From an optimization exercise on the open Yosys and OpenROAD flow, aimed at small area; shortcuts taken in it are not production practice.
Function was checked by simulation only, so behaviour that the tests miss may differ from the original.
Power and IR drop assume default switching activity.

<file path="config.mk">
export PLATFORM = sky130hd
export DESIGN_NAME = openNocTop
export DESIGN_NICKNAME = openNocTop
export VERILOG_FILES = /design/flow/design.v
export SDC_FILE = /design/flow/constraint.sdc
export NUM_CORES = 4
export LEC_CHECK = 0
export CAP_MARGIN = 20
export CORE_MARGIN = 2
export CORE_UTILIZATION = 45
export SLEW_MARGIN = 20
export SYNTH_HIERARCHICAL = 1
export SYNTH_MINIMUM_KEEP_SIZE = 0
</file>
<file path="constraint.sdc">
create_clock -name core_clock -period 5.0 [get_ports {clk}]
set_input_delay 1.0000 -clock core_clock [delete_from_list [all_inputs] [get_ports {clk}]]
set_output_delay 1.0000 -clock core_clock [all_outputs]
set_load 0.01 [all_outputs]
</file>
<file path="design.v">
module nbyn #(parameter x_coord = 0, y_coord = 0, INV_IN = 0,
              data_width = 32, total_width = data_width + 2)
(
input  wire clk,
input  wire rstn,
input  wire i_valid_l,
input  wire i_valid_b,
input  wire i_valid_pe,
output wire o_ready_pe,
output reg  o_valid_r,
output reg  o_valid_t,
output reg  o_valid_pe,
input  wire [total_width-1:0] i_data_l,
input  wire [total_width-1:0] i_data_b,
input  wire [total_width-1:0] i_data_pe,
output reg  [total_width-1:0] o_data_r,
output reg  [total_width-1:0] o_data_t,
output wire [total_width-1:0] o_data_pe
);
wire [total_width-1:0] dl = INV_IN ? ~i_data_l : i_data_l;
wire [total_width-1:0] db = INV_IN ? ~i_data_b : i_data_b;
wire [total_width-1:0] dp = i_data_pe;
wire [total_width-1:0] rp = INV_IN ? ~i_data_pe : i_data_pe;
wire lx = dl[0] == x_coord[0];
wire ly = dl[1] == y_coord[0];
wire bx = db[0] == x_coord[0];
wire by = db[1] == y_coord[0];
wire px = dp[0] == x_coord[0];
wire py = dp[1] == y_coord[0];
wire LR = i_valid_l & ~lx;
wire LT = i_valid_l & lx & ~ly;
wire LP = i_valid_l & lx & ly;
wire BT = i_valid_b & ~by;
wire BR = i_valid_b & by & ~bx;
wire BP = i_valid_b & by & bx;
assign o_ready_pe = ~(LR | LT) | ~(BT | BR);
wire pv = i_valid_pe & o_ready_pe;
wire PR = pv & ~px;
wire PT = pv & px & ~py;
wire PP = pv & px & py;
wire lR = LR | (LP & (PP | BP));    
wire bT = BT | (BP & PP);           
wire r_b = BR | (bT & (LT | PT));
wire r_l = ~BR & lR;
wire r_p = (PR & ~BR & ~lR) | (PT & LT);
wire t_l = LT | (lR & BR);
wire t_p = (PT & ~LT) | (PR & (BR | lR));
wire t_b = bT & ~LT & ~PT;
wire [2:0] sr = {r_p, r_l, r_b};
wire [2:0] st = {t_p, t_l, t_b};
wire [2:0] sp = {PP, LP, BP};
wire [2:0] dr = {~(r_b | r_l), r_l, r_b};
wire [2:0] dt = {t_p, t_l, ~(t_l | t_p)};
wire [2:0] dq = {PP, ~PP & ~BP, ~PP & BP};
wire [total_width-1:0] nr, nt;
wire [data_width-1:0]  np;
sel3n #(total_width) mux_r (.s(dr), .a(i_data_b), .b(i_data_l), .c(rp), .y(nr));
sel3n #(total_width) mux_t (.s(dt), .a(i_data_b), .b(i_data_l), .c(rp), .y(nt));
sel3n #(data_width)  mux_p (.s(dq), .a(i_data_b[total_width-1:2]), .b(i_data_l[total_width-1:2]), .c(rp[total_width-1:2]), .y(np));
reg [data_width-1:0] pe_payload;
assign o_data_pe = {INV_IN ? pe_payload : ~pe_payload, y_coord[0], x_coord[0]};
always @(posedge clk) begin
    o_valid_r  <= |sr;
    o_valid_t  <= rstn & (|st);
    o_valid_pe <= rstn & (|sp);
    o_data_r   <= nr;
    o_data_t   <= nt;
    pe_payload <= np;
end
endmodule
module sel3n #(parameter W = 1)
(
input  wire [2:0]   s,
input  wire [W-1:0] a,
input  wire [W-1:0] b,
input  wire [W-1:0] c,
output wire [W-1:0] y
);
assign y = ~(({W{s[0]}} & a) | ({W{s[1]}} & b) | ({W{s[2]}} & c));
endmodule
module openNocTop #(parameter X=2,Y=2,data_width=32, x_size=1, y_size=1,total_width=(x_size+y_size+data_width),sw_no=X*Y)
(
input wire clk,
input wire rstn,
input wire [(X*Y)-1:0] r_valid_pe,
input wire [(total_width*X*Y)-1:0] r_data_pe,
output wire [(X*Y)-1:0] r_ready_pe,
output wire [(X*Y)-1:0] w_valid_pe,
output wire [(total_width*X*Y)-1:0] w_data_pe
);
wire                   w_valid_r[3:0];
wire                   w_valid_t[3:0];
wire [total_width-1:0] w_data_r[3:0];
wire [total_width-1:0] w_data_t[3:0];
genvar p;
generate
for (p = 0; p < 4; p = p + 1) begin : node
    localparam xc = p % 2;
    localparam yc = p / 2;
    localparam pl = (1 - xc) + 2 * yc;    
    localparam pb = xc + 2 * (1 - yc);    
    localparam inv = (xc + yc) % 2;
    nbyn #(.x_coord(xc), .y_coord(yc), .INV_IN(1 - inv),
           .data_width(data_width), .total_width(total_width))
    nbyn_instance (
        .clk(clk),
        .rstn(rstn),
        .i_valid_l(w_valid_r[pl]),
        .i_valid_b(w_valid_t[pb]),
        .i_valid_pe(r_valid_pe[p]),
        .o_ready_pe(r_ready_pe[p]),
        .o_valid_r(w_valid_r[p]),
        .o_valid_t(w_valid_t[p]),
        .o_valid_pe(w_valid_pe[p]),
        .i_data_l(w_data_r[pl]),
        .i_data_b(w_data_t[pb]),
        .i_data_pe(r_data_pe[total_width*p +: total_width]),
        .o_data_r(w_data_r[p]),
        .o_data_t(w_data_t[p]),
        .o_data_pe(w_data_pe[total_width*p +: total_width])
    );
end
endgenerate
endmodule
</file>
<file path="flow/run.sh">
#!/bin/bash
# Standard ORFS layout with three changes after the standard synthesis:
# the ports are buffered by the smallest buffer cell; the clock tree is built
# from small clock buffers in small clusters, without dummy loads; and the
# repair steps may not use the cells listed in flow/dont_use.txt (the
# platform's own don't-use cells plus the high-drive logic and buffer cells),
# so that they buffer heavy nets with small buffers instead of upsizing.
# Each tool's full output stays in orfs/logs; the make output goes to
# flow_synth.log and flow_make.log.
set -euo pipefail
bash standard.sh synth > flow_synth.log 2>&1
dont_use=$(grep -v '^#' flow/dont_use.txt | tr '\n' ' ')
bash standard.sh \
  "BUFFER_PORTS_ARGS=-buffer_cell sky130_fd_sc_hd__buf_1" \
  REMOVE_ABC_BUFFERS=1 \
  "DONT_USE_CELLS=$dont_use" \
  "CTS_ARGS=-sink_clustering_enable -repair_clock_nets -dont_use_dummy_load -buf_list sky130_fd_sc_hd__clkbuf_4 -sink_clustering_size 10 -sink_clustering_max_diameter 50" \
  finish > flow_make.log 2>&1
</file>
<file path="flow/dont_use.txt">
# Cells the layout steps after synthesis may not use: the platform's own
# don't-use list, then every logic and buffer cell of drive 2 or more
# except buf_2, buf_4 and the clock buffers and flip-flops.
sky130_fd_sc_hd__probe_p_8
sky130_fd_sc_hd__probec_p_8
sky130_fd_sc_hd__lpflow_bleeder_1
sky130_fd_sc_hd__lpflow_clkbufkapwr_1
sky130_fd_sc_hd__lpflow_clkbufkapwr_16
sky130_fd_sc_hd__lpflow_clkbufkapwr_2
sky130_fd_sc_hd__lpflow_clkbufkapwr_4
sky130_fd_sc_hd__lpflow_clkbufkapwr_8
sky130_fd_sc_hd__lpflow_clkinvkapwr_1
sky130_fd_sc_hd__lpflow_clkinvkapwr_16
sky130_fd_sc_hd__lpflow_clkinvkapwr_2
sky130_fd_sc_hd__lpflow_clkinvkapwr_4
sky130_fd_sc_hd__lpflow_clkinvkapwr_8
sky130_fd_sc_hd__lpflow_decapkapwr_12
sky130_fd_sc_hd__lpflow_decapkapwr_3
sky130_fd_sc_hd__lpflow_decapkapwr_4
sky130_fd_sc_hd__lpflow_decapkapwr_6
sky130_fd_sc_hd__lpflow_decapkapwr_8
sky130_fd_sc_hd__lpflow_inputiso0n_1
sky130_fd_sc_hd__lpflow_inputiso0p_1
sky130_fd_sc_hd__lpflow_inputiso1n_1
sky130_fd_sc_hd__lpflow_inputiso1p_1
sky130_fd_sc_hd__lpflow_inputisolatch_1
sky130_fd_sc_hd__lpflow_isobufsrc_1
sky130_fd_sc_hd__lpflow_isobufsrc_16
sky130_fd_sc_hd__lpflow_isobufsrc_2
sky130_fd_sc_hd__lpflow_isobufsrc_4
sky130_fd_sc_hd__lpflow_isobufsrc_8
sky130_fd_sc_hd__lpflow_isobufsrckapwr_16
sky130_fd_sc_hd__lpflow_lsbuf_lh_hl_isowell_tap_1
sky130_fd_sc_hd__lpflow_lsbuf_lh_hl_isowell_tap_2
sky130_fd_sc_hd__lpflow_lsbuf_lh_hl_isowell_tap_4
sky130_fd_sc_hd__lpflow_lsbuf_lh_isowell_4
sky130_fd_sc_hd__lpflow_lsbuf_lh_isowell_tap_1
sky130_fd_sc_hd__lpflow_lsbuf_lh_isowell_tap_2
sky130_fd_sc_hd__lpflow_lsbuf_lh_isowell_tap_4
sky130_fd_sc_hd__fill_1
sky130_fd_sc_hd__fill_2
sky130_fd_sc_hd__fill_4
sky130_fd_sc_hd__fill_8
sky130_fd_sc_hd__a2111o_4
sky130_fd_sc_hd__a2111oi_4
sky130_fd_sc_hd__a211o_4
sky130_fd_sc_hd__a211oi_4
sky130_fd_sc_hd__a21bo_4
sky130_fd_sc_hd__a21boi_4
sky130_fd_sc_hd__a21o_4
sky130_fd_sc_hd__a21oi_4
sky130_fd_sc_hd__a221o_4
sky130_fd_sc_hd__a221oi_4
sky130_fd_sc_hd__a22o_4
sky130_fd_sc_hd__a22oi_4
sky130_fd_sc_hd__a2bb2o_4
sky130_fd_sc_hd__a2bb2oi_4
sky130_fd_sc_hd__a311o_4
sky130_fd_sc_hd__a311oi_4
sky130_fd_sc_hd__a31o_4
sky130_fd_sc_hd__a31oi_4
sky130_fd_sc_hd__a32o_4
sky130_fd_sc_hd__a32oi_4
sky130_fd_sc_hd__a41o_4
sky130_fd_sc_hd__a41oi_4
sky130_fd_sc_hd__and2_4
sky130_fd_sc_hd__and2b_4
sky130_fd_sc_hd__and3_4
sky130_fd_sc_hd__and3b_4
sky130_fd_sc_hd__and4_4
sky130_fd_sc_hd__and4b_4
sky130_fd_sc_hd__and4bb_4
sky130_fd_sc_hd__buf_12
sky130_fd_sc_hd__buf_16
sky130_fd_sc_hd__buf_6
sky130_fd_sc_hd__buf_8
sky130_fd_sc_hd__bufbuf_16
sky130_fd_sc_hd__bufbuf_8
sky130_fd_sc_hd__bufinv_16
sky130_fd_sc_hd__bufinv_8
sky130_fd_sc_hd__clkinv_16
sky130_fd_sc_hd__clkinv_4
sky130_fd_sc_hd__clkinv_8
sky130_fd_sc_hd__clkinvlp_4
sky130_fd_sc_hd__dfrtp_4
sky130_fd_sc_hd__dfstp_4
sky130_fd_sc_hd__dlclkp_4
sky130_fd_sc_hd__dlrtn_4
sky130_fd_sc_hd__dlrtp_4
sky130_fd_sc_hd__dlxtn_4
sky130_fd_sc_hd__ebufn_4
sky130_fd_sc_hd__ebufn_8
sky130_fd_sc_hd__einvn_4
sky130_fd_sc_hd__einvn_8
sky130_fd_sc_hd__einvp_4
sky130_fd_sc_hd__einvp_8
sky130_fd_sc_hd__fa_4
sky130_fd_sc_hd__ha_4
sky130_fd_sc_hd__inv_12
sky130_fd_sc_hd__inv_16
sky130_fd_sc_hd__inv_4
sky130_fd_sc_hd__inv_6
sky130_fd_sc_hd__inv_8
sky130_fd_sc_hd__maj3_4
sky130_fd_sc_hd__mux2_4
sky130_fd_sc_hd__mux2_8
sky130_fd_sc_hd__mux2i_4
sky130_fd_sc_hd__mux4_4
sky130_fd_sc_hd__nand2_4
sky130_fd_sc_hd__nand2_8
sky130_fd_sc_hd__nand2b_4
sky130_fd_sc_hd__nand3_4
sky130_fd_sc_hd__nand3b_4
sky130_fd_sc_hd__nand4_4
sky130_fd_sc_hd__nand4b_4
sky130_fd_sc_hd__nand4bb_4
sky130_fd_sc_hd__nor2_4
sky130_fd_sc_hd__nor2_8
sky130_fd_sc_hd__nor2b_4
sky130_fd_sc_hd__nor3_4
sky130_fd_sc_hd__nor3b_4
sky130_fd_sc_hd__nor4_4
sky130_fd_sc_hd__nor4b_4
sky130_fd_sc_hd__nor4bb_4
sky130_fd_sc_hd__o2111a_4
sky130_fd_sc_hd__o2111ai_4
sky130_fd_sc_hd__o211a_4
sky130_fd_sc_hd__o211ai_4
sky130_fd_sc_hd__o21a_4
sky130_fd_sc_hd__o21ai_4
sky130_fd_sc_hd__o21ba_4
sky130_fd_sc_hd__o21bai_4
sky130_fd_sc_hd__o221a_4
sky130_fd_sc_hd__o221ai_4
sky130_fd_sc_hd__o22a_4
sky130_fd_sc_hd__o22ai_4
sky130_fd_sc_hd__o2bb2a_4
sky130_fd_sc_hd__o2bb2ai_4
sky130_fd_sc_hd__o311a_4
sky130_fd_sc_hd__o311ai_4
sky130_fd_sc_hd__o31a_4
sky130_fd_sc_hd__o31ai_4
sky130_fd_sc_hd__o32a_4
sky130_fd_sc_hd__o32ai_4
sky130_fd_sc_hd__o41a_4
sky130_fd_sc_hd__o41ai_4
sky130_fd_sc_hd__or2_4
sky130_fd_sc_hd__or2b_4
sky130_fd_sc_hd__or3_4
sky130_fd_sc_hd__or3b_4
sky130_fd_sc_hd__or4_4
sky130_fd_sc_hd__or4b_4
sky130_fd_sc_hd__or4bb_4
sky130_fd_sc_hd__probe_p_8
sky130_fd_sc_hd__probec_p_8
sky130_fd_sc_hd__sdfrtp_4
sky130_fd_sc_hd__sdfstp_4
sky130_fd_sc_hd__sdfxtp_4
sky130_fd_sc_hd__sdlclkp_4
sky130_fd_sc_hd__sedfxtp_4
sky130_fd_sc_hd__xnor2_4
sky130_fd_sc_hd__xnor3_4
sky130_fd_sc_hd__xor2_4
sky130_fd_sc_hd__xor3_4
sky130_fd_sc_hd__a2111o_2
sky130_fd_sc_hd__a2111oi_2
sky130_fd_sc_hd__a211o_2
sky130_fd_sc_hd__a211oi_2
sky130_fd_sc_hd__a21bo_2
sky130_fd_sc_hd__a21boi_2
sky130_fd_sc_hd__a21o_2
sky130_fd_sc_hd__a21oi_2
sky130_fd_sc_hd__a221o_2
sky130_fd_sc_hd__a221oi_2
sky130_fd_sc_hd__a22o_2
sky130_fd_sc_hd__a22oi_2
sky130_fd_sc_hd__a2bb2o_2
sky130_fd_sc_hd__a2bb2oi_2
sky130_fd_sc_hd__a311o_2
sky130_fd_sc_hd__a311oi_2
sky130_fd_sc_hd__a31o_2
sky130_fd_sc_hd__a31oi_2
sky130_fd_sc_hd__a32o_2
sky130_fd_sc_hd__a32oi_2
sky130_fd_sc_hd__a41o_2
sky130_fd_sc_hd__a41oi_2
sky130_fd_sc_hd__and2_2
sky130_fd_sc_hd__and2b_2
sky130_fd_sc_hd__and3_2
sky130_fd_sc_hd__and3b_2
sky130_fd_sc_hd__and4_2
sky130_fd_sc_hd__and4b_2
sky130_fd_sc_hd__and4bb_2
sky130_fd_sc_hd__clkdlybuf4s15_2
sky130_fd_sc_hd__clkdlybuf4s18_2
sky130_fd_sc_hd__clkdlybuf4s25_2
sky130_fd_sc_hd__clkdlybuf4s50_2
sky130_fd_sc_hd__clkinv_2
sky130_fd_sc_hd__clkinvlp_2
sky130_fd_sc_hd__dfbbn_2
sky130_fd_sc_hd__dfrbp_2
sky130_fd_sc_hd__dfrtp_2
sky130_fd_sc_hd__dfsbp_2
sky130_fd_sc_hd__dfstp_2
sky130_fd_sc_hd__dfxbp_2
sky130_fd_sc_hd__dlclkp_2
sky130_fd_sc_hd__dlrbn_2
sky130_fd_sc_hd__dlrbp_2
sky130_fd_sc_hd__dlrtn_2
sky130_fd_sc_hd__dlrtp_2
sky130_fd_sc_hd__dlxbn_2
sky130_fd_sc_hd__dlxtn_2
sky130_fd_sc_hd__ebufn_2
sky130_fd_sc_hd__einvn_2
sky130_fd_sc_hd__einvp_2
sky130_fd_sc_hd__fa_2
sky130_fd_sc_hd__ha_2
sky130_fd_sc_hd__inv_2
sky130_fd_sc_hd__maj3_2
sky130_fd_sc_hd__mux2_2
sky130_fd_sc_hd__mux2i_2
sky130_fd_sc_hd__mux4_2
sky130_fd_sc_hd__nand2_2
sky130_fd_sc_hd__nand2b_2
sky130_fd_sc_hd__nand3_2
sky130_fd_sc_hd__nand3b_2
sky130_fd_sc_hd__nand4_2
sky130_fd_sc_hd__nand4b_2
sky130_fd_sc_hd__nand4bb_2
sky130_fd_sc_hd__nor2_2
sky130_fd_sc_hd__nor2b_2
sky130_fd_sc_hd__nor3_2
sky130_fd_sc_hd__nor3b_2
sky130_fd_sc_hd__nor4_2
sky130_fd_sc_hd__nor4b_2
sky130_fd_sc_hd__nor4bb_2
sky130_fd_sc_hd__o2111a_2
sky130_fd_sc_hd__o2111ai_2
sky130_fd_sc_hd__o211a_2
sky130_fd_sc_hd__o211ai_2
sky130_fd_sc_hd__o21a_2
sky130_fd_sc_hd__o21ai_2
sky130_fd_sc_hd__o21ba_2
sky130_fd_sc_hd__o21bai_2
sky130_fd_sc_hd__o221a_2
sky130_fd_sc_hd__o221ai_2
sky130_fd_sc_hd__o22a_2
sky130_fd_sc_hd__o22ai_2
sky130_fd_sc_hd__o2bb2a_2
sky130_fd_sc_hd__o2bb2ai_2
sky130_fd_sc_hd__o311a_2
sky130_fd_sc_hd__o311ai_2
sky130_fd_sc_hd__o31a_2
sky130_fd_sc_hd__o31ai_2
sky130_fd_sc_hd__o32a_2
sky130_fd_sc_hd__o32ai_2
sky130_fd_sc_hd__o41a_2
sky130_fd_sc_hd__o41ai_2
sky130_fd_sc_hd__or2_2
sky130_fd_sc_hd__or2b_2
sky130_fd_sc_hd__or3_2
sky130_fd_sc_hd__or3b_2
sky130_fd_sc_hd__or4_2
sky130_fd_sc_hd__or4b_2
sky130_fd_sc_hd__or4bb_2
sky130_fd_sc_hd__sdfbbn_2
sky130_fd_sc_hd__sdfrbp_2
sky130_fd_sc_hd__sdfrtp_2
sky130_fd_sc_hd__sdfsbp_2
sky130_fd_sc_hd__sdfstp_2
sky130_fd_sc_hd__sdfxbp_2
sky130_fd_sc_hd__sdfxtp_2
sky130_fd_sc_hd__sdlclkp_2
sky130_fd_sc_hd__sedfxbp_2
sky130_fd_sc_hd__sedfxtp_2
sky130_fd_sc_hd__xnor2_2
sky130_fd_sc_hd__xnor3_2
sky130_fd_sc_hd__xor2_2
sky130_fd_sc_hd__xor3_2
</file>
<file path="standard.sh">
#!/bin/bash
# synth_recipe.tcl (not shown) runs the flow's synth.tcl, then flattens the netlist and writes it again
# the make line also repeats each setting of config.mk as NAME=value (left out here)
make -C /OpenROAD-flow-scripts/flow DESIGN_CONFIG=/design/flow/config.mk WORK_HOME=/design/flow/orfs CLKGATE_MAP_FILE= SYNTH_SCRIPT=/design/flow/synth_recipe.tcl "${@:-finish}"
</file>
==> summary.txt, run 1 <==
Run status
  • Status: no timing/DRC/antenna violations

Setup path
  • Worst r2r src: node[0].nbyn_instance.o_data_t[0]$_DFF_P_
  • R2R depth: 7
  • Setup Crit Path Kind: register to register
  • R2R Setup Slk: between 1.5 and 2 ns
  • CP arrival: 3.76 ns
  • R2r endpoint: node[2].nbyn_instance.o_data_r[22]$_DFF_P_
  • CP endpoint kind: register
  • CP required: 5.58 ns
  • Critical path peak fanout: 18
  • Setup crit start kind: register

Timing
  • Setup TNS: 0 ns
  • Unrepaired setup endpoints after global routing: no
  • Final Setup Violations: 0
  • Clock skew: 0.0651 ns
  • Fmax: 315 MHz
  • Crit path time final: 3.18 ns
  • Period utilisation layout: between 60% and 70%
  • Least-Margin Pin Slew: ~1.2 ns
  • Slew headroom: 18.2%
  • Hold Vio Cnt, Final: 0
  • Slew Limit Fails: 0

Finish
  • Nets@finish: 1647
  • Final Util: 48.4%
  • Cell Count, Final, Fillers Out: between 1500 and 2000
  • Area Overhead vs Synth: 6.17%
  • Layout cells sized above 1: between 6 and 7%

Power and ir drop
  • Worst vdd ir: 0.557 mV
  • NetSw: ~5600 uW
  • Switching portion of total power: between 40 and 50%
  • Clock share of power: 11.3%
  • Lkg Pwr: 0.00638 uW
  • Internal power: 7570 uW
  • Sequential share of power: 49.4%
  • Pwr dens: about 820 nW/um^2
  • Comb power frac: between 30% and 40%

Clock tree
  • Cts bufs inserted: between 40 and 50
  • Latest clock arrival within the worst-skew pair: slightly above 0.7 ns
  • Post-CTS setup buffers: 0
  • CTS Root Cell: clkbuf_4
  • Hold buffer count at cts: 0
  • CTS HTree Levels: 2
  • Reg clk slew, reported paths: 0.11 ns
  • Clock sinks: between 400 and 500
  • CTS Buffer Depth: 3
  • CTS tree: yes
  • Post-CTS sizing: 0

Detailed routing
  • Post-Route WL: 55.4 mm
  • Drt first pass iters: 13
  • Post-route DRC: 0
  • ANT nets after route: 0
  • Detailed router's first-iteration violation count: 4032
  • WL/cell: 28.3 microns
  • Vias per cell: 6.94
  • Via count: 13559

Global route
  • Initial antenna violation count: 2
  • Largest net degree at the start of global routing: 36
  • Total grt overflow: 0
  • First-pass GRT wire length: about 80 mm
  • Vias in the first global route: 12988
  • GR Util All Layers: 29.7%

Synth
  • Post-Syn Instances: 1269
  • Netlist cell types: 65
  • #FFs+latches synth: 412
  • Post-synth EDFFs: 0
  • Ys flop type: dfxtp_1
  • Syn Area/Cell: 12.0 sq um
  • Ys async rst share: 0%
  • Post-synth top area share: 54.3%
  • Post-synthesis sequential area ratio: 54.3%
  • Netlist Area Pre-Place: 15200 sq um
  • Synth warn: 11
  • Commonest cells in the netlist: dfxtp_1 (412), a222oi_1 (400), inv_1 (145), buf_6 (89), buf_2 (38)
  • Yosys top cell by area: dfxtp_1
  • Count leader, synth: dfxtp_1
  • Top cells by area, synth: dfxtp_1 (54%), a222oi_1 (26%), buf_6 (6.6%)

Floorplanning
  • Full die area: around 35000 sq um
  • Die height: around 190 microns
  • Core Box Area: 33400 sq um
  • Initial Util: around 46%
  • Core Rows: 67
  • Ports: 286
  • Die span in x: 188 microns

Placement
  • HPWL Detailed: between 30 and 40 mm
  • Routability cong.: 0.901
  • PortBufs: 277
  • Placed instance count: 1901

Hold path
  • Hold path depth: 1
  • Min-Delay Startpoint: node[2].nbyn_instance.o_data_r[32]$_DFF_P_
  • HP Class: register to register
  • Hold Path End: node[3].nbyn_instance.o_data_t[32]$_DFF_P_

Job
  • Max cap viols: 0
how the worst max path moves through the flow:
stage	slack [ns]	end	startpoint	cells past startpoint
6_report	1.82	node[2].nbyn_instance.o_data_r[22]$_DFF_P_	node[0].nbyn_instance.o_data_t[0]$_DFF_P_	7
5_1_grt	1.68	node[2].nbyn_instance.o_data_r[13]$_DFF_P_	node[0].nbyn_instance.o_data_t[0]$_DFF_P_	7
4_1_cts	1.96	node[2].nbyn_instance.o_data_r[22]$_DFF_P_	node[0].nbyn_instance.o_data_t[0]$_DFF_P_	7
3_5_place_dp	1.45	node[2].nbyn_instance.o_data_t[10]$_DFF_P_	r_data_pe[68]	8
3_3_place_gp	1.46	node[2].nbyn_instance.o_data_t[10]$_DFF_P_	r_data_pe[68]	8
2_1_floorplan	0.87	node[2].nbyn_instance.o_data_t[32]$_DFF_P_	r_data_pe[68]	6
critical path, cell delays in order, from the launching register on:
cell and delay, ns:
dfxtp_1 0.56, nor2b_4 0.09, o31ai_1 0.36, a21oi_1 0.14, o21ai_2 0.16, clkinv_1 0.59
buf_1 0.64, a222oi_1 0.48
per-stage QoR:
stage | cell area, sq um | hold WS [ns] | total power, uW | setup WS, ns
2_1_floorplan | 13900 | 0.444 | 9210 | 0.871
3_3_place_gp | 15800 | 0.458 | 11400 | 1.46
3_5_place_dp | 15800 | 0.466 | 11500 | 1.45
4_1_cts | 16100 | 0.471 | 13000 | 1.96
5_1_grt | 16100 | 0.502 | 13800 | 1.68
6_report | 16100 | 0.478 | 13200 | 1.82
layout by cell type (no fill, tap or decap), drive strengths merged, types with 5 or more instances in the layout:
cell,synthesis,final
nor2,24,24
a222oi,400,400
o21ai,14,14
clkbuf,8,50
and2,5,5
nor2b,8,8
buf,135,325
nand3b,9,9
nand2,19,19
a21boi,5,5
conb,6,8
inv,145,143
nand3,10,10
dfxtp,412,412
a21oi,10,10
layer usage:
| layer | global-route usage, % | wire, microns |
|---|---|---|
| met3 | 6.79 | 7760 |
| met2 | 46.1 | 24600 |
| met1 | 40.1 | 21100 |
| met4 | 12.2 | 1930 |
| met5 | 0 | 0 |
cells by family (layout without fill, tap and decap cells):
logic type               after synthesis  count (layout)  synth area share, %
buffers and inverters                288             520                 12.0
flip-flops                           412             412                 54.3
AO/OA/AOI/OAI                        462             462                 29.6
adder cells (fa/ha/maj)                1               1               0.0741
other                                  6              10                0.148
AND/OR/NAND/NOR                      100             100                 3.90
sequential cells by signal (all words and copies together), names as in the netlist:
signal	cells
node.nbyn_instance.pe_payload	128
node.nbyn_instance.o_valid_t	4
node.nbyn_instance.o_data_r	136
node.nbyn_instance.o_valid_r	4
node.nbyn_instance.o_valid_pe	4
node.nbyn_instance.o_data_t	136
final cells by class:
cell class	instances	area, sq um
antenna	2	5.00
fill	3230	17200
clock buffer	48	360
inverter	145	544
timing repair buffer	327	1290
multi-input combinational	571	5130
sequential	412	8250
tap	448	561
power by group through the flow:
stage	combinational [uW]	clock (uW)	sequential (uW)
2_1_floorplan	3000	0	6200
3_3_place_gp	4960	0	6490
3_5_place_dp	5000	0	6470
4_1_cts	5030	1510	6420
5_1_grt	5440	1640	6670
6_report	5180	1490	6510
==> run 2: changes to the inputs <==
--- a/design.v
+++ b/design.v
@@ -51,7 +51,8 @@
 wire [2:0] sp = {PP, LP, BP};
 wire [2:0] dr = {~(r_b | r_l), r_l, r_b};
 wire [2:0] dt = {t_p, t_l, ~(t_l | t_p)};
-wire [2:0] dq = {PP, ~PP & ~BP, ~PP & BP};
+wire pself = i_valid_pe & px & py;
+wire [2:0] dq = {pself, ~pself & ~BP, ~pself & BP};
 wire [total_width-1:0] nr, nt;
 wire [data_width-1:0]  np;
 sel3n #(total_width) mux_r (.s(dr), .a(i_data_b), .b(i_data_l), .c(rp), .y(nr));
==> run 2 against run 1 <==
- non-clock buffer count decreased by 6
- die area about the same
- combinational power increased by 2%
- flip-flop and latch count unchanged
- global-route usage increased by 0.16 points
- synthesized cell count unchanged
- highest routed layer unchanged
==> summary.txt, run 2 <==
Run status
  • Status: no timing/DRC/antenna violations

Global route
  • Largest net degree at the start of global routing: 38
  • First-pass GRT wire length: 80.8 mm
  • Vias in the first global route: 13324
  • Total grt overflow: 0
  • Initial antenna violation count: 4
  • GR Util All Layers: between 20% and 30%

Synth
  • Synth warn: 11
  • Top cells by area, synth: dfxtp_1 (54%), a222oi_1 (26%), buf_6 (6.7%)
  • Commonest cells in the netlist: dfxtp_1 (412), a222oi_1 (401), inv_1 (145), buf_6 (90), buf_2 (36)
  • Ys flop type: dfxtp_1
  • Netlist Area Pre-Place: 15200 sq um
  • Count leader, synth: dfxtp_1
  • Ys async rst share: 0%
  • Yosys top cell by area: dfxtp_1
  • Post-Syn Instances: between 1000 and 1500
  • Post-synthesis sequential area ratio: 54.3%
  • #FFs+latches synth: 412
  • Netlist cell types: 61
  • Post-synth EDFFs: 0
  • Syn Area/Cell: ~12 sq um
  • Post-synth top area share: 54.3%

Finish
  • Most frequent cells in the layout: dfxtp_1 (412), a222oi_1 (401), buf_1 (285), inv_1 (142), clkbuf_4 (50)
  • Final instance area: 16100 sq um
  • Final Util: 48.3%
  • Most common cell after layout, fill and taps aside: dfxtp_1
  • Layout cells sized above 1: 7.40%
  • Largest regs: node.nbyn_instance.o_data_r x136, node.nbyn_instance.o_data_t x136, node.nbyn_instance.pe_payload x128
  • Area Overhead vs Synth: 6.15%
  • Nets@finish: between 1500 and 2000

Floorplanning
  • Core Box Area: 33400 sq um
  • Initial Util: 45.5%
  • Die span in x: approximately 190 microns
  • Full die area: around 35000 sq um
  • Ports: roughly 290
  • Die height: around 190 microns
  • Core Rows: 67

Timing
  • Period utilisation layout: roughly two thirds
  • Hold Vio Cnt, Final: 0
  • Unrepaired setup endpoints after global routing: no
  • Final Setup Violations: 0
  • Clock skew: 0.115 ns
  • Crit path time final: between 3 and 4 ns
  • Slew headroom: around 30%
  • Final setup margin: 1.68 ns
  • Slew Limit Fails: 0
  • Least-Margin Pin Slew: 1.05 ns
  • Fmax: between 300 and 400 MHz
  • Worst hold slack: 0.410 ns
  • Setup TNS: 0 ns

Hold path
  • HP Class: register to register

Detailed routing
  • Drt first pass iters: 17
  • Post-route DRC: 0
  • ANT nets after route: 0
  • Post-Route WL: between 50 and 60 mm
  • WL/cell: 28.4 microns
  • Vias per cell: 7.02
  • Detailed router's first-iteration violation count: 3993
  • Via count: 13699

Setup path
  • Setup crit start kind: primary input
  • Setup Crit Path Kind: primary input to register
  • CP arrival: 3.84 ns
  • CP endpoint kind: register
  • CP required: 5.52 ns
  • Critical path peak fanout: 16

Clock tree
  • CTS HTree Levels: 2
  • Hold buffer count at cts: 0
  • Post-CTS setup buffers: 0
  • Clock sinks: approximately 400
  • Cts bufs inserted: 50
  • CTS Buffer Depth: 3
  • Reg clk slew, reported paths: 0.11 ns
  • CTS tree: yes
  • Latest clock arrival within the worst-skew pair: 0.74 ns
  • Post-CTS sizing: 0
  • CTS Root Cell: clkbuf_4

Placement
  • Routability cong.: 0.848
  • Placed cell areas: approximately 16000 sq um
  • Setup WS pre-CTS: 1.19 ns
  • PortBufs: 277
  • HPWL Detailed: 34.5 mm

Power and ir drop
  • Pwr dens: 822 nW/um^2
  • Lkg Pwr: 0.00637 uW
  • Worst vdd ir: 0.336 mV

Job
  • Max cap viols: 0
run 2: report_power, final:
| part | switching, uW | total (uW) | internal [uW] | leakage [uW] |
|---|---|---|---|---|
| Clock | 1050 | 1510 | 458 | 0.000230 |
| Combinational | 3240 | 5270 | 2030 | 0.00267 |
| Sequential | 1330 | 6480 | 5150 | 0.00348 |
| Total | 5620 | 13300 | 7630 | 0.00637 |
run 2: layer usage:
| layer | up-vias | part of all wire, % | global-route usage (%) |
|---|---|---|---|
| li1 | 5784 | - | - |
| met1 | 6579 | 38 | 39.6 |
| met2 | 1195 | 45 | 46.9 |
| met3 | 141 | 13 | 6.78 |
| met4 | 0 | 3.5 | 13.0 |
| met5 | - | 0 | 0 |
run 2: area by class of cell:
cell class	instances	area [sq um]
Inverter	145	544
Timing Repair Buffer	321	1260
Multi-Input combinational cell	572	5120
Clock buffer	50	375
Antenna cell	4	10.0
Sequential cell	412	8250
Tap cell	448	561
Fill cell	3171	17200
run 2: logic make-up after synthesis:
logic type / count (synthesis) / synth area share [%]
other: 6 / 0.148
AO/OA/AOI/OAI: 466 / 29.6
AND/OR/NAND/NOR: 98 / 3.96
buffers and inverters: 287 / 12.0
flip-flops: 412 / 54.3
run 2: per-stage QoR:
step	cells	total power [uW]
final	1952	13300
after global routing	1950	13900
after CTS	1947	13000
after detailed placement	1897	11500
after global placement	1897	11500
after floorplan	1129	9250
run 2: final timing paths:
check                                                           startpoint                                      endpoint  slack [ns]  cells after the start
worst max-delay path                                         r_data_pe[35]  node[1].nbyn_instance.pe_payload[29]$_DFF_P_        1.68                      6
worst min-delay path            node[1].nbyn_instance.o_data_t[29]$_DFF_P_    node[3].nbyn_instance.o_data_r[29]$_DFF_P_        0.41                      1
worst max register to register   node[2].nbyn_instance.o_data_t[0]$_DFF_P_     node[0].nbyn_instance.o_data_t[2]$_DFF_P_        2.03                      6
worst min register to register  node[1].nbyn_instance.o_data_t[29]$_DFF_P_    node[3].nbyn_instance.o_data_r[29]$_DFF_P_        0.41                      1
run 2: critical path: stages:
cell and delay (ns):
buf_1 0.22, nand3b_1 0.21, clkinv_1 0.62, a21oi_1 1.08, buf_2 0.53, a222oi_1 0.16
==> run 3: changes to the inputs <==
==> flow/run.sh (replaced) <==
#!/bin/bash
# Standard ORFS layout with four changes after the standard synthesis:
# after floorplanning, flow/downsize.tcl sets every combinational cell to
# drive strength 1; the ports are buffered by the smallest buffer cell; the
# clock tree is built from small clock buffers in small clusters, without
# dummy loads; and the repair steps may not use the cells listed in
# flow/dont_use.txt (the platform's own don't-use cells plus the high-drive
# logic and buffer cells), so that they buffer heavy nets with small buffers
# instead of upsizing.
# Each tool's full output stays in orfs/logs; the make output goes to
# flow_synth.log and flow_make.log.
set -euo pipefail
bash standard.sh synth > flow_synth.log 2>&1
dont_use=$(grep -v '^#' flow/dont_use.txt | tr '\n' ' ')
bash standard.sh \
  "BUFFER_PORTS_ARGS=-buffer_cell sky130_fd_sc_hd__buf_1" \
  REMOVE_ABC_BUFFERS=1 \
  "POST_FLOORPLAN_TCL=$PWD/flow/downsize.tcl" \
  "DONT_USE_CELLS=$dont_use" \
  "CTS_ARGS=-sink_clustering_enable -repair_clock_nets -dont_use_dummy_load -buf_list sky130_fd_sc_hd__clkbuf_4 -sink_clustering_size 10 -sink_clustering_max_diameter 50" \
  finish > flow_make.log 2>&1
==> flow/downsize.tcl (new file) <==
# Downsize every combinational cell that synthesis gave a drive strength
# above 1 to its drive-1 variant; the placement repair then buffers any net
# that needs more drive.
set n 0
foreach inst [get_cells *] {
  set m [get_property $inst ref_name]
  if {![regexp {^(sky130_fd_sc_hd__[a-z0-9]+)_([0-9]+)$} $m -> base sz]} { continue }
  if {$sz <= 1 || [regexp {df|dl|clk|conb|tap|fill|decap|diode} $base]} { continue }
  set cand [get_lib_cells -quiet */${base}_1]
  if {$cand == ""} { continue }
  if {[get_property $cand dont_use]} { continue }
  replace_cell $inst $cand
  incr n
}
puts "downsized $n cells"
==> run 3 against run 2 <==
- combinational power decreased by 1%
- power down 0.84%
- critical path depth stayed put
- synthesized cell count did not move
- die area stayed put
- sequential share of layout area up 0.43 points
- count of clock-buffer cells in the layout is 2 lower
- global-route usage is 0.67 points lower
- clock power about the same
- clock skew shrank 0.035 ns
- register-to-register slack got worse by 0.31 ns
- worst setup slack gained 0.040 ns
==> summary.txt, run 3 <==
Detailed routing
  • Post-Route WL: 55.0 mm
  • Via count: around 13000
  • Vias per cell: 6.90
  • ANT nets after route: 0
  • Post-route DRC: 0
  • Drt first pass iters: 14
  • WL/cell: 28.3 microns
  • Detailed router's first-iteration violation count: 3884

Timing
  • Period utilisation layout: about two thirds
  • Unrepaired setup endpoints after global routing: no
  • Hold Vio Cnt, Final: 0
  • Worst hold slack: around 0.45 ns
  • Least-Margin Pin Slew: 1.24 ns
  • Slew Limit Fails: 0
  • Final Setup Violations: 0
  • Clock skew: 0.0798 ns
  • Crit path time final: 3.28 ns
  • Slew headroom: 17.6%
  • Fmax: 305 MHz
  • Setup TNS: 0 ns

Synth
  • Ys flop type: dfxtp_1
  • Post-Syn Instances: ~1300
  • Syn Area/Cell: approximately 12 sq um
  • Netlist cell types: 61
  • Synth warn: 11
  • Count leader, synth: dfxtp_1
  • Ys async rst share: 0%
  • Commonest cells in the netlist: dfxtp_1 (412), a222oi_1 (401), inv_1 (145), buf_6 (90), buf_2 (36)
  • Netlist Area Pre-Place: between 15000 and 20000 sq um
  • Yosys top cell by area: dfxtp_1
  • Post-synthesis sequential area ratio: 54.3%
  • Post-synth top area share: 54.3%
  • Top cells by area, synth: dfxtp_1 (54%), a222oi_1 (26%), buf_6 (6.7%)
  • Post-synth EDFFs: 0
  • #FFs+latches synth: between 400 and 500

Global route
  • Vias in the first global route: 12951
  • Total grt overflow: 0
  • Largest net degree at the start of global routing: 36
  • Initial antenna violation count: 2
  • First-pass GRT wire length: between 70 and 80 mm
  • GR Util All Layers: slightly below 30%

Clock tree
  • Reg clk slew, reported paths: 0.12 ns
  • Clock sinks: 412
  • CTS tree: yes
  • Cts bufs inserted: 48
  • CTS HTree Levels: 2
  • Latest clock arrival within the worst-skew pair: 0.72 ns
  • Post-CTS sizing: 0
  • CTS Buffer Depth: 3
  • CTS Root Cell: clkbuf_4
  • Hold buffer count at cts: 0
  • Post-CTS setup buffers: 0

Placement
  • Routability cong.: 0.850
  • HPWL Detailed: 32.9 mm
  • Placed cell areas: 15600 sq um
  • PortBufs: 277
  • Placed instance count: around 1900

Setup path
  • Setup crit start kind: register
  • Setup Crit Path Kind: register to register
  • CP required: 5.53 ns
  • CP endpoint kind: register
  • CP arrival: 3.81 ns
  • Critical path peak fanout: 19

Power and ir drop
  • Pwr dens: approximately 820 nW/um^2
  • Lkg Pwr: 0.00634 uW
  • Worst vdd ir: between 0.3 and 0.4 mV

Floorplanning
  • Full die area: between 30000 and 40000 sq um
  • Die height: 188 microns
  • Core Rows: 67
  • Ports: roughly 290
  • Core Box Area: ~33000 sq um
  • Initial Util: 45.5%
  • Die span in x: about 190 microns

Finish
  • Cell Count, Final, Fillers Out: 1944
  • Nets@finish: 1639
  • Area Overhead vs Synth: 5.27%
  • Fill cells: 3229
  • Most common cell after layout, fill and taps aside: dfxtp_1
  • Most frequent cells in the layout: dfxtp_1 (412), a222oi_1 (401), buf_1 (284), inv_1 (142), clkbuf_4 (48)
  • Layout cells sized above 1: under 10%
  • Final instance area: 16000 sq um
  • Largest regs: node.nbyn_instance.o_data_r x136, node.nbyn_instance.o_data_t x136, node.nbyn_instance.pe_payload x128

Hold path
  • HP Class: register to register

Job
  • Max cap viols: 0

Run status
  • Status: no timing/DRC/antenna violations
[run 3: final cells by class]
cell class | instances | area, sq um | share of cell area (%)
Timing Repair Buffer | 318 | 1250 | 7.82
Clock buffer | 48 | 360 | 2.25
Sequential cell | 412 | 8250 | 51.6
Antenna cell | 1 | 2.50 | 0.0156
Inverter | 145 | 544 | 3.40
Tap cell | 448 | 561 | 3.50
Multi-Input combinational cell | 572 | 5030 | 31.4
[run 3: power by group]
| part | total, uW | internal [uW] | switching, uW |
|---|---|---|---|
| clock network | 1490 | 441 | 1050 |
| logic | 5210 | 1990 | 3210 |
| registers | 6450 | 5150 | 1300 |
[run 3: critical path: stages (launching register included)]
cell and delay (ns):
dfxtp_1 0.46, and2_1 0.21, a31oi_1 0.13, a21boi_1 0.30, and2_1 1.01, buf_1 0.75
a222oi_1 0.27
[run 3: routing by layer]
metal	GRT usage [%]	wire, microns
met5	0	14
met4	12.9	1870
met3	5.32	6860
met2	47.1	25100
met1	38.4	21100
[run 3: through the flow]
| step | utilization, % | setup slack, ns | power (uW) |
|---|---|---|---|
| detailed placement | 46.8 | 1.29 | 11500 |
| global route | 47.9 | 1.52 | 13700 |
| finish | 47.9 | 1.72 | 13100 |
| global placement | 46.8 | 1.29 | 11400 |
| CTS | 47.9 | 1.87 | 12900 |
| floorplan | - | 1.06 | 9250 |
[run 3: worst paths after layout]
path | from | endpoint | slack (ns) | cells past startpoint
hold reg to reg | node[3].nbyn_instance.o_data_r[13]$_DFF_P_ | node[2].nbyn_instance.o_data_r[13]$_DFF_P_ | 0.45 | 1
setup / recovery | node[1].nbyn_instance.o_valid_r$_DFF_P_ | node[0].nbyn_instance.o_data_t[17]$_DFF_P_ | 1.72 | 6
setup reg to reg | node[1].nbyn_instance.o_valid_r$_DFF_P_ | node[0].nbyn_instance.o_data_t[17]$_DFF_P_ | 1.72 | 6
hold / removal | node[3].nbyn_instance.o_data_r[13]$_DFF_P_ | node[2].nbyn_instance.o_data_r[13]$_DFF_P_ | 0.45 | 1
[run 3: logic make-up (layout without fill, tap and decap cells)]
logic type | after synthesis | in the layout | synth area share (%)
AOI/OAI and AO/OA | 466 | 466 | 29.6
buffers and inverters | 287 | 511 | 12.0
DFF | 412 | 412 | 54.3
other | 6 | 9 | 0.148
and+or+nand+nor | 98 | 98 | 3.96

[static timing again, ports no longer ideal]
The flow's constraints put no driver on any port. The routed layouts listed below were extracted and timed again, unchanged, in two steps.
Step 1, drivers: a clkbuf_16 drives clk and a buf_2 each remaining input, both assumed.
Step 2 moves the port delays by t, midway between the first and last clock arrival at a register: inputs arrive t later, outputs are due t later. That takes back most of the time a late clock gives input paths.
Three values: ideal ports, drivers, drivers and shift; two values: the first two.
| run | t (ns) | slack for setup (ns) | hold slack, ns | slew at the worst register clock pin (ns) | pins driven straight from the clock port |
|---|---|---|---|---|---|
| run 1 | 0.735 | 1.823 / 1.823 / 1.312 | 0.478 / 0.478 / 0.478 | 0.11 / 0.11 | 1 |
| run 2 | 0.719 | 1.681 / 1.706 / 0.988 | 0.410 / 0.410 / 0.410 | 0.12 / 0.12 | 1 |
| run 3 | 0.728 | 1.722 / 1.722 / 1.123 | 0.447 / 0.447 / 0.447 | 0.12 / 0.12 | 1 |
After both steps setup and hold are still met in every run listed. For run 2, which loses most, drivers alone change the setup slack by +0.025 ns; drivers and shift together by -0.693 ns.
